Source: an optimization exercise on an open RTL-to-GDS flow (aim: small area, a short achievable clock period and few clock cycles). Production flows keep margins and buffers that such runs may drop.
Only the layout flow was run in this run; the RTL was not checked for function there.
Power figures rest on the tool's default switching activity, not on a simulated workload.

### flow/design.v
module encode#(
	parameter DATAWIDTH_STATE		= 16,
	parameter DATAWIDTH_XMAX		= 18,
	parameter DATAWIDTH_RCPFREQ		= 32,
	parameter DATAWIDTH_BIAS		= 10,
	parameter DATAWIDTH_CMPLFREQ	= 9,
	parameter DATAWIDTH_RCPSHIFT	= 6,
	parameter RANS_BYTE_L_SHIFT		= 8,
	parameter DATANUM				= 130560
)(
	input wire								clk,
	input wire								rst,
	input wire								start,
	output reg								onebyte_end,
	output reg								finish,
	input wire	[	 DATAWIDTH_XMAX-1:0]	x_max,
	input wire								x_max_valid,
	input wire	[ DATAWIDTH_RCPFREQ-1:0]	rcp_freq,
	input wire								rcp_freq_valid,
	input wire	[	 DATAWIDTH_BIAS-1:0]	bias,
	input wire								bias_valid,
	input wire	[DATAWIDTH_CMPLFREQ-1:0]	cmpl_freq,
	input wire								cmpl_freq_valid,
	input wire	[DATAWIDTH_RCPSHIFT-1:0]	rcp_shift,
	input wire								rcp_shift_valid,
	input wire								tvalid,
	input wire	[			   	    7:0]	tdata,
	input wire								tlast,
	output reg	[			   	    7:0]	byte_enc,
	output reg								out_valid
);
	function gt8;
		input [7:0] a;
		input [7:0] b;
		reg [7:0] g, p;
		reg [3:0] g1, p1;
		reg [1:0] g2, p2;
		integer i;
		begin
			g = a & ~b;		 
			p = a | ~b;		 
			for (i = 0; i < 4; i = i + 1) begin
				g1[i] = g[2*i+1] | (p[2*i+1] & g[2*i]);
				p1[i] = g[2*i+1] | (p[2*i+1] & p[2*i]);
			end
			for (i = 0; i < 2; i = i + 1) begin
				g2[i] = g1[2*i+1] | (p1[2*i+1] & g1[2*i]);
				p2[i] = g1[2*i+1] | (p1[2*i+1] & p1[2*i]);
			end
			gt8 = g2[1] | (p2[1] & g2[0]);
		end
	endfunction
	function ge12;
		input [11:0] a;
		input [11:0] b;
		reg [11:0] g, p;
		reg [5:0] g1, p1;
		reg [2:0] g2, p2;
		reg p3;
		integer i;
		begin
			g = a & ~b;		 
			p = a | ~b;		 
			for (i = 0; i < 6; i = i + 1) begin
				g1[i] = g[2*i+1] | (p[2*i+1] & g[2*i]);
				p1[i] = g[2*i+1] | (p[2*i+1] & p[2*i]);
			end
			for (i = 0; i < 3; i = i + 1) begin
				g2[i] = g1[2*i+1] | (p1[2*i+1] & g1[2*i]);
				p2[i] = g1[2*i+1] | (p1[2*i+1] & p1[2*i]);
			end
			p3 = g2[1] | (p2[1] & p2[0]);
			ge12 = g2[2] | (p2[2] & p3);
		end
	endfunction
	function cmp7;
		input [6:0] a;
		input [6:0] b;
		input ge;
		integer i;
		reg r;
		begin
			r = ge;
			for (i = 0; i < 7; i = i + 1)
				r = (a[i] & ~b[i]) | ((a[i] | ~b[i]) & r);
			cmp7 = r;
		end
	endfunction
	function [63:0] therm64;
		input [6:0] w;
		reg [8:0] eqh, gth;
		reg [7:0] gel;
		integer i, j;
		begin
			for (i = 0; i < 9; i = i + 1) begin
				eqh[i] = (w[6:3] == i);
				gth[i] = (w[6:3] > i);
			end
			for (j = 0; j < 8; j = j + 1)
				gel[j] = (w[2:0] >= j);
			for (i = 0; i < 8; i = i + 1)
				for (j = 0; j < 8; j = j + 1)
					therm64[8*i+j] = (j == 7) ? gth[i] : (gth[i] | (eqh[i] & gel[j+1]));
		end
	endfunction
	function [15:0] dec4;
		input [3:0] a;
		begin
			dec4 = 16'd1 << a;
		end
	endfunction
	reg rst_r;
	always @(posedge clk) rst_r <= rst;
	reg			ld_v;
	reg	[7:0]	ld_f;
	always @(posedge clk) begin
		ld_v <= x_max_valid;
		ld_f <= x_max[15:8];
	end
	reg	[7:0]	ld_cnt;		 
	reg	[8:0]	ld_acc;		 
	always @(posedge clk) begin
		if (rst_r) begin
			ld_cnt <= 8'd0;
			ld_acc <= 9'd0;
		end else if (ld_v) begin
			ld_cnt <= ld_cnt + 8'd1;
			ld_acc <= ld_acc + {1'b0, ld_f};
		end
	end
	reg	[2*255-1:0]	lsr;	 
	always @(posedge clk)
		if (ld_v) lsr <= {lsr[2*254-1:0], ld_acc[1:0]};
	reg	[4:0]	thb [1:64];
	wire [63:0] ld_ge = therm64(ld_acc[8:2]);	 
	genvar gk;
	generate for (gk = 1; gk <= 64; gk = gk + 1) begin : g_thb
		always @(posedge clk)
			if (ld_v && !ld_ge[gk-1]) thb[gk] <= ld_cnt[4:0];
	end endgenerate
	reg	[6:0]	thw [1:7];
	generate for (gk = 1; gk <= 7; gk = gk + 1) begin : g_thw
		always @(posedge clk)
			if (ld_v && ld_cnt == 32*gk) thw[gk] <= ld_acc[8:2];
	end endgenerate
	reg	[7:0]	idx;
	always @(posedge clk)
		idx <= tvalid ? tdata : idx + 8'd1;
	wire [15:0] oh_hi = dec4(idx[7:4]);
	wire [15:0] oh_lo = dec4(idx[3:0]);
	wire [1:0] lent [0:255];
	genvar gp;
	generate for (gp = 0; gp < 255; gp = gp + 1) begin : g_row
		assign lent[gp] = lsr[2*gp +: 2];
	end endgenerate
	assign lent[255] = 2'd0;
	reg [1:0] rd_lo;
	reg [1:0] grp;
	integer ia, ib;
	always @(*) begin
		rd_lo = 2'd0;
		for (ia = 0; ia < 16; ia = ia + 1) begin
			grp = 2'd0;
			for (ib = 0; ib < 16; ib = ib + 1)
				grp = grp | ({2{oh_lo[ib]}} & lent[16*(15-ia) + (15-ib)]);
			rd_lo = rd_lo | ({2{oh_hi[ia]}} & grp);
		end
	end
	reg [6:0] thw_a, thw_b;
	reg [4:0] s_lo;
	reg [1:0] lo_r;
	always @(posedge clk) begin
		case (idx[7:5])
			3'd0: begin thw_a <= 7'd0;   thw_b <= thw[1]; end
			3'd1: begin thw_a <= thw[1]; thw_b <= thw[2]; end
			3'd2: begin thw_a <= thw[2]; thw_b <= thw[3]; end
			3'd3: begin thw_a <= thw[3]; thw_b <= thw[4]; end
			3'd4: begin thw_a <= thw[4]; thw_b <= thw[5]; end
			3'd5: begin thw_a <= thw[5]; thw_b <= thw[6]; end
			3'd6: begin thw_a <= thw[6]; thw_b <= thw[7]; end
			default: begin thw_a <= thw[7]; thw_b <= 7'd64; end
		endcase
		s_lo <= idx[4:0];
		lo_r <= rd_lo;
	end
	wire [63:0] ta = therm64(thw_a);
	wire [63:0] tb = therm64(thw_b);
	wire [64:1] t;
	generate for (gk = 1; gk <= 64; gk = gk + 1) begin : g_cmp
		assign t[gk] = ta[gk-1] | (tb[gk-1] & cmp7({2'b0, s_lo}, {2'b0, thb[gk]}, 1'b0));
	end endgenerate
	reg [5:0] rd_hi;
	integer ik;
	always @(*) begin
		rd_hi = 6'd0;
		for (ik = 1; ik < 64; ik = ik + 1)
			if (t[ik] & ~t[ik+1]) rd_hi = rd_hi | ik[5:0];
	end
	wire [7:0] rd_cdf = {rd_hi, lo_r};
	reg			v1, v2, v3, v4, v5, v6, v7, fin1, fin2;
	reg			l1, l2, l3, l4, l5, l6, l7;
	always @(posedge clk) begin
		if (rst_r) begin
			v1 <= 1'b0; v2 <= 1'b0; v3 <= 1'b0; v4 <= 1'b0; v5 <= 1'b0; v6 <= 1'b0; v7 <= 1'b0;
			fin1 <= 1'b0;
			fin2 <= 1'b0;
		end else begin
			v1 <= tvalid; v2 <= v1; v3 <= v2; v4 <= v3; v5 <= v4; v6 <= v5; v7 <= v6;
			fin1 <= v7 & l7;
			fin2 <= fin1;
		end
		l1 <= tlast; l2 <= l1; l3 <= l2; l4 <= l3; l5 <= l4; l6 <= l5; l7 <= l6;
	end
	reg	[7:0]	c0, c1;
	always @(posedge clk) begin
		c0 <= c1;
		c1 <= rd_cdf;
	end
	reg	[7:0]	fa;
	always @(posedge clk)
		if (v4) fa <= c1 - c0;
	reg	[7:0]	ca, pc;
	reg	[7:0]	m1;
	reg	[9:0]	m3;
	reg	[10:0]	m5, m7;
	reg	[11:0]	m9, m11, m13, m15;
	always @(posedge clk) begin
		ca  <= c0;
		pc  <= ca;
		m1  <= fa;
		m3  <= {2'b0, fa} + {1'b0, fa, 1'b0};
		m5  <= {3'b0, fa} + {1'b0, fa, 2'b0};
		m7  <= {fa, 3'b0} - {3'b0, fa};
		m9  <= {1'b0, fa, 3'b0} + {4'b0, fa};
		m11 <= {1'b0, fa, 3'b0} + {3'b0, fa, 1'b0} + {4'b0, fa};
		m13 <= {fa, 4'b0} - {3'b0, fa, 1'b0} - {4'b0, fa};
		m15 <= {fa, 4'b0} - {4'b0, fa};
	end
	wire [11:0] mul [0:15];
	assign mul[0]  = 12'd0;
	assign mul[1]  = {4'b0, m1};
	assign mul[2]  = {3'b0, m1, 1'b0};
	assign mul[3]  = {2'b0, m3};
	assign mul[4]  = {2'b0, m1, 2'b0};
	assign mul[5]  = {1'b0, m5};
	assign mul[6]  = {1'b0, m3, 1'b0};
	assign mul[7]  = {1'b0, m7};
	assign mul[8]  = {1'b0, m1, 3'b0};
	assign mul[9]  = m9;
	assign mul[10] = {m5, 1'b0};
	assign mul[11] = m11;
	assign mul[12] = {m3, 2'b0};
	assign mul[13] = m13;
	assign mul[14] = {m7, 1'b0};
	assign mul[15] = m15;
	reg	[15:0]	x;
	reg	[11:0]	w;
	reg	[3:0]	qh;			 
	reg	[7:0]	e2;			 
	wire [7:0] hi = x[15:8];
	wire [7:0] lo = x[7:0];
	wire [3:0]	v2h = w[7:4] + e2[7:4];
	wire [7:0]	u_v = v7 ? {v2h, e2[3:0]} : w[7:0];
	wire [15:0]	u_t;		 
	wire [15:0]	u_e;		 
	wire [7:0]	u_c [0:15];
	assign u_t[0] = 1'b1;
	genvar gm;
	generate for (gm = 1; gm < 16; gm = gm + 1) begin : g_div
		assign u_t[gm] = ge12(w, mul[gm]);
	end endgenerate
	generate for (gm = 0; gm < 16; gm = gm + 1) begin : g_cand
		assign u_c[gm] = u_v - mul[gm][7:0];
		if (gm < 15) begin : g_e
			assign u_e[gm] = u_t[gm] & ~u_t[gm+1];
		end else begin : g_e
			assign u_e[gm] = u_t[gm];
		end
	end endgenerate
	reg [7:0] u_rem;
	reg [3:0] u_q;
	integer mi;
	always @(*) begin
		u_rem = 8'd0;
		u_q = 4'd0;
		for (mi = 0; mi < 16; mi = mi + 1)
			if (u_e[mi]) begin
				u_rem = u_rem | u_c[mi];
				u_q = u_q | mi[3:0];
			end
	end
	wire [15:0]	s_t;
	wire [15:0]	s_e;
	assign s_t[0] = 1'b1;
	generate for (gm = 1; gm < 16; gm = gm + 1) begin : g_sdiv
		assign s_t[gm] = ge12({8'd0, w[11:8]}, mul[gm]);
	end endgenerate
	generate for (gm = 0; gm < 16; gm = gm + 1) begin : g_se
		if (gm < 15) begin : g_e
			assign s_e[gm] = s_t[gm] & ~s_t[gm+1];
		end else begin : g_e
			assign s_e[gm] = s_t[gm];
		end
	end endgenerate
	reg [3:0] s_m;
	reg [3:0] s_q;
	always @(*) begin
		s_m = 4'd0;
		s_q = 4'd0;
		for (mi = 0; mi < 16; mi = mi + 1)
			if (s_e[mi]) begin
				s_m = s_m | mul[mi][3:0];
				s_q = s_q | mi[3:0];
			end
	end
	wire [3:0] s_rem = w[11:8] - s_m;
	wire need = w[11:4] >= m1;			 
	wire [7:0] rem1 = need ? {4'd0, s_rem} : u_rem;
	wire [3:0] dig1 = need ? s_q : u_q;
	wire [3:0] d2   = need ? hi[3:0] : lo[3:0];
	wire [15:0] x_new = {qh, u_q, u_rem};
	always @(posedge clk) begin
		if (v6) begin
			qh <= dig1;
			e2 <= {4'd0, d2} + pc;
		end
		if (v6)      w <= {rem1, d2};
		else if (v7) w <= x_new[15:4];
		else         w <= x[15:4];
		if (start)   x <= 16'd256;
		else if (v7) x <= x_new;
	end
	always @(posedge clk) begin
		onebyte_end <= tvalid;
		if (rst_r) begin
			out_valid <= 1'b0;
			finish    <= 1'b0;
		end else begin
			out_valid <= (v6 & need) | fin1 | fin2;
			finish    <= fin2;
		end
		byte_enc <= (v6 | fin1) ? lo : hi;
	end
endmodule
### flow/config.mk
export PLATFORM = sky130hd
export DESIGN_NAME = encode
export DESIGN_NICKNAME = encode
export VERILOG_FILES = /design/flow/design.v
export SDC_FILE = /design/flow/constraint.sdc
export NUM_CORES = 8
export LEC_CHECK = 0
export CAP_MARGIN = 20
export CORE_MARGIN = 2
export CORE_UTILIZATION = 45
export CTS_CLUSTER_DIAMETER = 100
export CTS_CLUSTER_SIZE = 30
export SETUP_SLACK_MARGIN = 5
export SLEW_MARGIN = 20
export SYNTH_MEMORY_MAX_BITS = 16384
export TNS_END_PERCENT = 20
### flow/flow/run.sh
#!/bin/bash
# Standard synthesis, then the standard ORFS layout steps with repair_timing
# aiming at a larger setup slack (a tighter internal target than the clock).
set -euo pipefail
MARGIN=${MARGIN:-6.5}
bash standard.sh synth > synth.log 2>&1
sed "s/SETUP_SLACK_MARGIN=[0-9.]*/SETUP_SLACK_MARGIN=$MARGIN/" standard.sh > layout.sh
grep -q "SETUP_SLACK_MARGIN=$MARGIN" layout.sh
bash layout.sh > layout.log 2>&1
### flow/standard.sh
#!/bin/bash
# synth_recipe.tcl (not shown) runs the flow's synth.tcl, then flattens the netlist and writes it again
# the make line also repeats each setting of config.mk as NAME=value (left out here)
make -C /OpenROAD-flow-scripts/flow DESIGN_CONFIG=/design/flow/config.mk WORK_HOME=/design/flow/orfs CLKGATE_MAP_FILE= SYNTH_SCRIPT=/design/flow/synth_recipe.tcl "${@:-finish}"
### flow/constraint.sdc
create_clock -name core_clock -period 10.0 [get_ports {clk}]
set_input_delay 2.0000 -clock core_clock [delete_from_list [all_inputs] [get_ports {clk}]]
set_output_delay 2.0000 -clock core_clock [all_outputs]
set_load 0.01 [all_outputs]
==> flow_summary.json <==
{
  "run_status": "finished clean",
  "wl_per_cell_um": 25.5,
  "ios": 104,
  "count_of_final_max_slew_check_failures": 0,
  "cts_root_buffer": "sky130_fd_sc_hd__clkbuf_16",
  "grt_antenna_before_repair": 1,
  "die-height_um": 350,
  "critical_path_required_ns": 10.54,
  "yosys_warnings": 3,
  "drcViolationCount": 0,
  "globalRoute.totalOverflow": 0,
  "grt_max_degree": 82,
  "startpoint_type": "flip-flop",
  "tritoncts_sink_count": 1115,
  "layout.nets": 4722,
  "synth_seq_area_share": 0.580,
  "worst_path_max_delay_cell": "sky130_fd_sc_hd__dfxtp_4",
  "postSynth.topFlopCell": "sky130_fd_sc_hd__edfxtp_1",
  "antenna-diode-count": 0,
  "multi_input_area_um2": 21800,
  "switching_share": 0.302,
  "die_w_um": 350,
  "post-route-min-period_ns": 4.11,
  "clockBufferDepth": 3,
  "cts_tree": "done",
  "worstSetupPathType": "reg2reg",
  "synthesis.nets": 4705,
  "intPower_w": 0.00726,
  "syn_area_um2": 54000,
  "clkLatencyLatePin_ns": 0.69,
  "layout.area.seq_um2": 31400,
  "skew_ns": 0.0503,
  "grt_first_pass_wirelength_mm": 228,
  "rsz_0062_raised_after_global_routing": "true",
  "worst_pin_slew_ns": 1.04,
  "synth.area.top_cells": "sky130_fd_sc_hd__edfxtp_1, sky130_fd_sc_hd__dfxtp_1, sky130_fd_sc_hd__ha_1, sky130_fd_sc_hd__maj3_1, sky130_fd_sc_hd__a22oi_1",
  "synth_edf_count": 899,
  "std_cell_rows": 127,
  "avg_inst_size_synth_um2": 12.2,
  "cts_inserted_buffers": 46,
  "synthesis.instances": 4419,
  "clkSlewWorstSetupHoldPaths_ns": 0.11,
  "initial_utilization": 0.452,
  "drv_cap": 0,
  "dr_total_vias": 37600,
  "ctsHoldBuffers": 0,
  "first_global_vias": 36000,
  "gpl.final_weighted_congestion": 0.963,
  "drive_gt1_frac": 0.132,
  "synth.largest_area_cell": "sky130_fd_sc_hd__edfxtp_1",
  "critical_path.most_common_cell": "sky130_fd_sc_hd__o21ai_0",
  "core_area_um2": 119000,
  "switchingPower_w": 0.00314,
  "peak_supply_drop_mv": 0.147,
  "hpwl_mm": 100,
  "comb_power_share": 0.218,
  "slew_headroom": 0.301,
  "tcrit_tclk_final": 0.411,
  "yosys.area.top_type_share": 0.500,
  "io_buffer_count": 32,
  "critical-path-max-stage-delay_ns": 0.72,
  "power.sequential.fraction": 0.551,
  "pwr-share-clk": 0.230,
  "firstDrtPassIters": 7,
  "power.leakage_nw": 21.0,
  "vias_per_cell": 6.18,
  "postRouteAntennaNets": 0,
  "worstHoldPathType": "reg2reg",
  "ys_async_sr_fraction": 0,
  "cp_data_arrival_time_ns": 4.65,
  "power_per_cell_area_nw_per_um2": 175,
  "cts_htree_levels": 2,
  "crit_chain": "buf_8 > and3b_2 > buf_4 > a22oi_1 > nand2_1 > a221oi_1 > nand4_1 > o21ai_0 > o21ai_0 > a21oi_1 > o21ai_0",
  "final-hold-violation-count": 0,
  "yosys_register_bits": 1115,
  "fillerInstances": 10600,
  "totalPowerFinal_w": 0.0104,
  "totalWireLength_mm": 155,
  "area.growth.synth_to_final_pct": 10.3,
  "end_kind": "flip-flop",
  "synthDistinctLibCells": 95,
  "setup_total_negative_slack_ns": 0,
  "die_area_um2": 123000,
  "worstPathMaxFanout": 50,
  "setup_viol_count_final": 0,
  "initialDrtViolationCount": 4220,
  "max_freq_ghz": 0.243,
  "grt_use_total": 0.245
}
==> sequential cells by signal (all words and copies together) (netlist names), 9 cells and up <==
register  flops
w            12
x            16
m13          11
m9           11
ld_acc        9
m5            9
thb         320
m11          10
m15          12
lsr         510
thw          49
==> critical path: cells and delay by family (launching register included) <==
kind | cells | cell delay (ns)
compound gates | 6 | 1.41
buf+inv | 2 | 0.97
simple gates | 3 | 0.85
flops | 1 | 0.72
==> worst paths after layout <==
kind,from,endpoint,slack (ns),cells after the start
min,ca[6],pc[6],0.34,0
max,idx[3],lo_r[1],5.89,11
max reg2reg,idx[3],lo_r[1],5.89,11
min reg2reg,ca[6],pc[6],0.34,0
==> cells in the mapped netlist, drive strengths merged (47+ instances only) <==
master and instances:
edfxtp 899, a21oi 243, dfxtp 216, inv 203, nand2 201, nor2 193, maj3 185, clkbuf 176
ha 167, a22oi 163, o21ai 163, nand2b 138, nor2b 116, xnor2 92, mux2 88, a221oi 87
buf 69, a21o 67, nand3 61, nor3 51, xor2 50, a31oi 47
==> layout by cell type (no fill, tap or decap), types with 41 or more instances in the layout <==
| cell | netlist | final |
|---|---|---|
| sky130_fd_sc_hd__nor2_1 | 193 | 184 |
| sky130_fd_sc_hd__ha_1 | 167 | 150 |
| sky130_fd_sc_hd__a221oi_1 | 86 | 84 |
| sky130_fd_sc_hd__dfxtp_1 | 216 | 191 |
| sky130_fd_sc_hd__a31oi_1 | 47 | 42 |
| sky130_fd_sc_hd__nor2b_1 | 116 | 113 |
| sky130_fd_sc_hd__inv_1 | 200 | 186 |
| sky130_fd_sc_hd__xnor2_1 | 92 | 92 |
| sky130_fd_sc_hd__nand3_1 | 61 | 58 |
| sky130_fd_sc_hd__xor2_1 | 50 | 49 |
| sky130_fd_sc_hd__a21oi_1 | 243 | 234 |
| sky130_fd_sc_hd__a22oi_1 | 163 | 163 |
| sky130_fd_sc_hd__nand2_1 | 201 | 196 |
| sky130_fd_sc_hd__mux2_2 | 88 | 87 |
| sky130_fd_sc_hd__o21ai_0 | 159 | 149 |
| sky130_fd_sc_hd__nand2b_1 | 138 | 136 |
| sky130_fd_sc_hd__buf_4 | 5 | 144 |
| sky130_fd_sc_hd__edfxtp_1 | 899 | 899 |
| sky130_fd_sc_hd__maj3_2 | 40 | 43 |
| sky130_fd_sc_hd__clkbuf_16 | 0 | 50 |
| sky130_fd_sc_hd__a22o_1 | 41 | 41 |
| sky130_fd_sc_hd__nor3_1 | 51 | 50 |
| sky130_fd_sc_hd__maj3_1 | 145 | 142 |
| sky130_fd_sc_hd__a21o_1 | 67 | 67 |
==> routing by layer <==
| layer | global-route usage | vias up | share of wire |
|---|---|---|---|
| li1 | - | 17000 | - |
| met5 | 0 | - | 0 |
| met2 | 0.397 | 1642 | 0.46 |
| met1 | 0.342 | 18700 | 0.43 |
| met4 | 0.0808 | 0 | 0.034 |
| met3 | 0.0308 | 296 | 0.075 |
==> final cells by class <==
| cell class | count | share of cell area |
|---|---|---|
| inverter | 210 | 0.0144 |
| timing repair inverter | 1 | 0.0000840 |
| multi-input combinational | 2849 | 0.366 |
| clock inverter | 12 | 0.00305 |
| timing repair buffer | 213 | 0.0343 |
| sequential | 1115 | 0.527 |
| tap | 1612 | 0.0339 |
| clock buffer | 74 | 0.0218 |
==> power groups by stage <==
stage          Combinational (W)  Sequential, W  Clock, W
2_1_floorplan            0.00151        0.00573         0
3_3_place_gp             0.00213        0.00583         0
3_5_place_dp             0.00214        0.00584         0
4_1_cts                  0.00218        0.00573   0.00246
5_1_grt                  0.00245        0.00578   0.00260
6_report                 0.00227        0.00574   0.00239
==> through the flow <==
stage	utilization	hold slack [ns]	worst slack [ns]	cell area (um^2)	cells
finish	0.498	0.336	5.89	59600	6086
global route	0.498	0.342	5.86	59600	6086
CTS	0.490	0.339	6.00	58500	6032
detailed placement	0.472	0.312	5.17	56300	5911
global placement	0.472	0.312	5.15	56300	5911
floorplan	-	0.310	4.31	54300	4419
==> cell families after synthesis <==
| family | after synthesis | share of synthesized area |
|---|---|---|
| muxes | 117 | 0.0242 |
| AOI/OAI and AO/OA | 1220 | 0.159 |
| xor gates and xnor gates | 142 | 0.0230 |
| adders and majority gates | 378 | 0.0835 |
| and+or+nand+nor | 992 | 0.0973 |
| DFF | 1115 | 0.580 |
| buffers and inverters | 455 | 0.0328 |
==> repair_timing <==
item	CTS	global route
gates cloned	3	3
endpoints found under the setup margin	54	66
pin swaps	21	52
setup buffers	32	51
gates resized for setup	83	136

separate check: timing with driven ports:
No port has a modelled driver above. Below, the same layout with a new extraction and two added sets of constraints. Step 1, drivers: a clkbuf_16 drives clk and a buf_2 each remaining input, both assumed. Step 2 times the ports against the registers' clock, not the clock port: input delays grow and output delays shrink by t, the midpoint of the rising clock arrivals with the driver on. a / b / c = ideal / step 1 / step 2; a / b = the first two.
shift t [ns]: 0.739
slack for setup (ns): 5.890 / 5.890 / 5.890
cell pins on the clock port's net: 1
After both steps setup and hold are still met in this run. For this run, drivers alone change the setup slack by 0.000 ns; drivers and shift together by 0.000 ns.
